This is an optimization exercise on Yosys and OpenROAD, whose aim is small area, not a production implementation. In this exercise RTL edits were held to simulation tests only and were not proved equivalent to the original. Power is estimated from default activity; no workload was simulated.

Design IDPManager, start of the top module:
module IDPManager(
    input clk,
    input rst_n,
    output MEM_REQ,
    output [31:0] MEM_ADDR,
    output [3:0] MEM_CMD,
    input  [31:0] MEM_DIN,
    input  MEM_VLD,
    input  MEM_FIN,
    input  MEM_IDP_SEL,
    input  pxMem_WR_RDY,
    output pxMem_WR_VLD,
    input  pxMem_GRANT,
    output pxMem_WR_REQ,
    output [19:0] pxMem_Addr,
    output [3:0] pxMem_burst,
    output [15:0] pxMem_out,
    output [19:0] track_din,
    output track_write,
    input  IDP_START,
    output IDP_STATUS,
    input  [31:0] CFG_READ_START_ADDR,
    input  [8:0] CFG_WIDTH,
    input  [8:0] CFG_HEIGHT,
    input  [9:0] CFG_NUM_FMAP
);
    localparam S_IDLE = 5'd0;
    localparam S_LOAD_CFG = 5'd1;
    localparam S_SM_GNT = 5'd4;
    localparam S_SM_CMD = 5'd5;
    localparam S_SM_WAIT = 5'd6;
    localparam S_SM_WRT = 5'd7;
    localparam S_HAM = 5'd3;    
    localparam S_PX_GNT = 5'd8;
    localparam S_PX_CMD = 5'd9;
    localparam S_PX_WAIT = 5'd10;
    localparam S_PX_WRT = 5'd11;
    localparam S_MOVE = 5'd12;
  ...
Size in the first run: about 1400 cells after synthesis, about 370 flip-flops, roughly 200 I/O pins, ~0.018 mm^2 of cells after synthesis.
==> flow/config.mk <==
export PLATFORM = sky130hd
export DESIGN_NAME = IDPManager
export DESIGN_NICKNAME = IDPManager
export VERILOG_FILES = /design/flow/design.v
export SDC_FILE = /design/flow/constraint.sdc
export NUM_CORES = 4
export LEC_CHECK = 0
export CAP_MARGIN = 20
export CORE_MARGIN = 2
export CORE_UTILIZATION = 60
export GPL_ROUTABILITY_DRIVEN = 0
export GPL_TIMING_DRIVEN = 0
export PLACE_DENSITY = 0.7
export SLEW_MARGIN = 20
==> flow/constraint.sdc <==
create_clock -name core_clock -period 16.0 [get_ports {clk}]
set_input_delay 3.2000 -clock core_clock [delete_from_list [all_inputs] [get_ports {clk}]]
set_output_delay 3.2000 -clock core_clock [all_outputs]
set_load 0.01 [all_outputs]
standard.sh (not shown) runs the stock make flow with config.mk's settings and CLKGATE_MAP_FILE= SYNTH_SCRIPT=/design/flow/synth_recipe.tcl, a recipe that flattens the netlist after the stock synthesis.
==> flow/flow/run.sh <==
#!/bin/bash
# The standard layout (standard synthesis, floorplan, power grid, placement,
# CTS, routing), with two changes: port buffers use the smallest buffer cell,
# and CTS uses small clock buffers without dummy loads.
set -euo pipefail
bash standard.sh \
  "BUFFER_PORTS_ARGS=-buffer_cell sky130_fd_sc_hd__buf_1" \
  "CTS_ARGS=-sink_clustering_enable -repair_clock_nets -buf_list {sky130_fd_sc_hd__clkbuf_4} -sink_clustering_size 10 -sink_clustering_max_diameter 40 -dont_use_dummy_load" \
  finish > flow_make.log 2>&1
Then changed:
- CORE_UTILIZATION: 60 -> 40
- GPL_ROUTABILITY_DRIVEN: 0 -> unset
- GPL_TIMING_DRIVEN: 0 -> unset
- PLACE_DENSITY: 0.7 -> unset
Effect: Total power goes up slightly; worst hold slack improves by 5.3 ps; clock skew goes down by 30 ps; clock power goes down by a few percent; design area goes down slightly.

---

IDPManager again, from the RTL that the note above started with.
==> flow/config.mk <==
export PLATFORM = sky130hd
export DESIGN_NAME = IDPManager
export DESIGN_NICKNAME = IDPManager
export VERILOG_FILES = /design/flow/design.v
export SDC_FILE = /design/flow/constraint.sdc
export NUM_CORES = 4
export LEC_CHECK = 0
export CAP_MARGIN = 0
export CORE_MARGIN = 2
export CORE_UTILIZATION = 60
export PLACE_DENSITY = 0.7
export SLEW_MARGIN = 0
==> flow/constraint.sdc <==
create_clock -name core_clock -period 16.0 [get_ports {clk}]
set_input_delay 3.2000 -clock core_clock [delete_from_list [all_inputs] [get_ports {clk}]]
set_output_delay 3.2000 -clock core_clock [all_outputs]
set_load 0.01 [all_outputs]
Scripts as last shown in full above: flow/flow/run.sh
The baseline completed without violations.
Rerun with:
--- a/flow/config.mk
+++ b/flow/config.mk
@@ -7,3 +7,3 @@
 export LEC_CHECK = 0
-export CAP_MARGIN = 0
+export CAP_MARGIN = 20
 export CORE_MARGIN = 2
@@ -11,2 +11,2 @@
 export PLACE_DENSITY = 0.7
-export SLEW_MARGIN = 0
+export SLEW_MARGIN = 20
What happened:
- core utilization barely changes
- combinational power stays flat
- setup slack improves by 0.0037 ns
- wire length hardly moves
- final area hardly moves
- global-route usage does not change
- worst hold slack gains 0.0042 ns

---

south:
IDPManager, a different RTL version from the one above (not shown whole).
Size in the first run: about 380 flip-flops, roughly 0.018 sq mm of cells after synthesis.
==> flow/config.mk <==
export PLATFORM = sky130hd
export DESIGN_NAME = IDPManager
export DESIGN_NICKNAME = IDPManager
export VERILOG_FILES = /design/flow/design.v
export SDC_FILE = /design/flow/constraint.sdc
export NUM_CORES = 4
export LEC_CHECK = 0
export CAP_MARGIN = 20
export CORE_MARGIN = 2
export CORE_UTILIZATION = 40
export SLEW_MARGIN = 20
==> flow/constraint.sdc <==
create_clock -name core_clock -period 16.0 [get_ports {clk}]
set_input_delay 3.2000 -clock core_clock [delete_from_list [all_inputs] [get_ports {clk}]]
set_output_delay 3.2000 -clock core_clock [all_outputs]
set_load 0.01 [all_outputs]
==> flow/flow/run.sh <==
#!/bin/bash
# The standard layout (standard synthesis, floorplan, power grid, placement,
# CTS, routing), with two changes: port buffers use the smallest buffer cell,
# and CTS uses small clock buffers without dummy loads.
set -euo pipefail
bash standard.sh \
  "BUFFER_PORTS_ARGS=-buffer_cell sky130_fd_sc_hd__buf_1" \
  "CTS_ARGS=-sink_clustering_enable -repair_clock_nets -buf_list {sky130_fd_sc_hd__clkbuf_2 sky130_fd_sc_hd__clkbuf_4} -sink_clustering_size 12 -sink_clustering_max_diameter 45 -dont_use_dummy_load" \
  finish > flow_make.log 2>&1
south has completed all stages; timing, DRC and antenna checks passed.
## Diff of input files: middle against south
--- a/flow/flow/run.sh
+++ b/flow/flow/run.sh
@@ -6,4 +6,4 @@
 bash standard.sh \
   "BUFFER_PORTS_ARGS=-buffer_cell sky130_fd_sc_hd__buf_1" \
-  "CTS_ARGS=-sink_clustering_enable -repair_clock_nets -buf_list {sky130_fd_sc_hd__clkbuf_2 sky130_fd_sc_hd__clkbuf_4} -sink_clustering_size 12 -sink_clustering_max_diameter 45 -dont_use_dummy_load" \
+  "CTS_ARGS=-sink_clustering_enable -repair_clock_nets -buf_list {sky130_fd_sc_hd__clkbuf_4} -sink_clustering_size 10 -sink_clustering_max_diameter 40 -dont_use_dummy_load" \
   finish > flow_make.log 2>&1
### Flow results
Any difference in final wirelength between south and middle is small enough to ignore. The higher shortest period the worst path allows came out of south. The final reports for middle and south show number of detailed-routing iterations run before antenna repair lower in the former. Sort south and middle by total met3 wirelength after detailed routing asc -> top: middle.

-- port drivers added, routing unchanged --
How much do the figures lean on ideal ports? The routed layouts below were timed once more, with nothing changed but the port constraints.
Step 1 sets driving cells, clkbuf_16 on the clock port and buf_2 on the other inputs (assumed; they add their load-dependent delay and slew).
Step 2, shift: input delay + t, output delay - t, t = (earliest + latest rising clock arrival at the registers) / 2. This alone moves slack from input paths to output paths.
Slacks: ideal / step 1 / step 2; pairs: ideal / step 1.
run | t (ns) | setup slack, ns | hold slack, ns | latest minus earliest clock arrival (ns) | worst slew at a driven data input, ns
the first run of note 1 | 0.735 | 0.638 / 0.617 / 0.617 | 0.482 / 0.482 / 0.482 | 0.156 / 0.156 | 0.08
the second run of note 1 | 0.750 | 0.773 / 0.751 / 0.751 | 0.487 / 0.487 / 0.487 | 0.114 / 0.114 | 0.08
the first run of note 2 | 0.741 | 0.929 / 0.909 / 0.909 | 0.480 / 0.480 / 0.480 | 0.110 / 0.110 | 0.07
the second run of note 2 | 0.738 | 0.932 / 0.912 / 0.912 | 0.484 / 0.484 / 0.484 | 0.106 / 0.106 | 0.07
south | 0.815 | 0.946 / 0.925 / 0.925 | 0.500 / 0.500 / 0.500 | 0.209 / 0.209 | 0.06
middle | 0.834 | 0.953 / 0.932 / 0.932 | 0.503 / 0.503 / 0.503 | 0.149 / 0.149 | 0.07
After both steps every run listed still meets setup and hold. The setup slack of the second run of note 1, which loses most, moves by -0.022 ns with the drivers and by -0.022 ns with both steps.
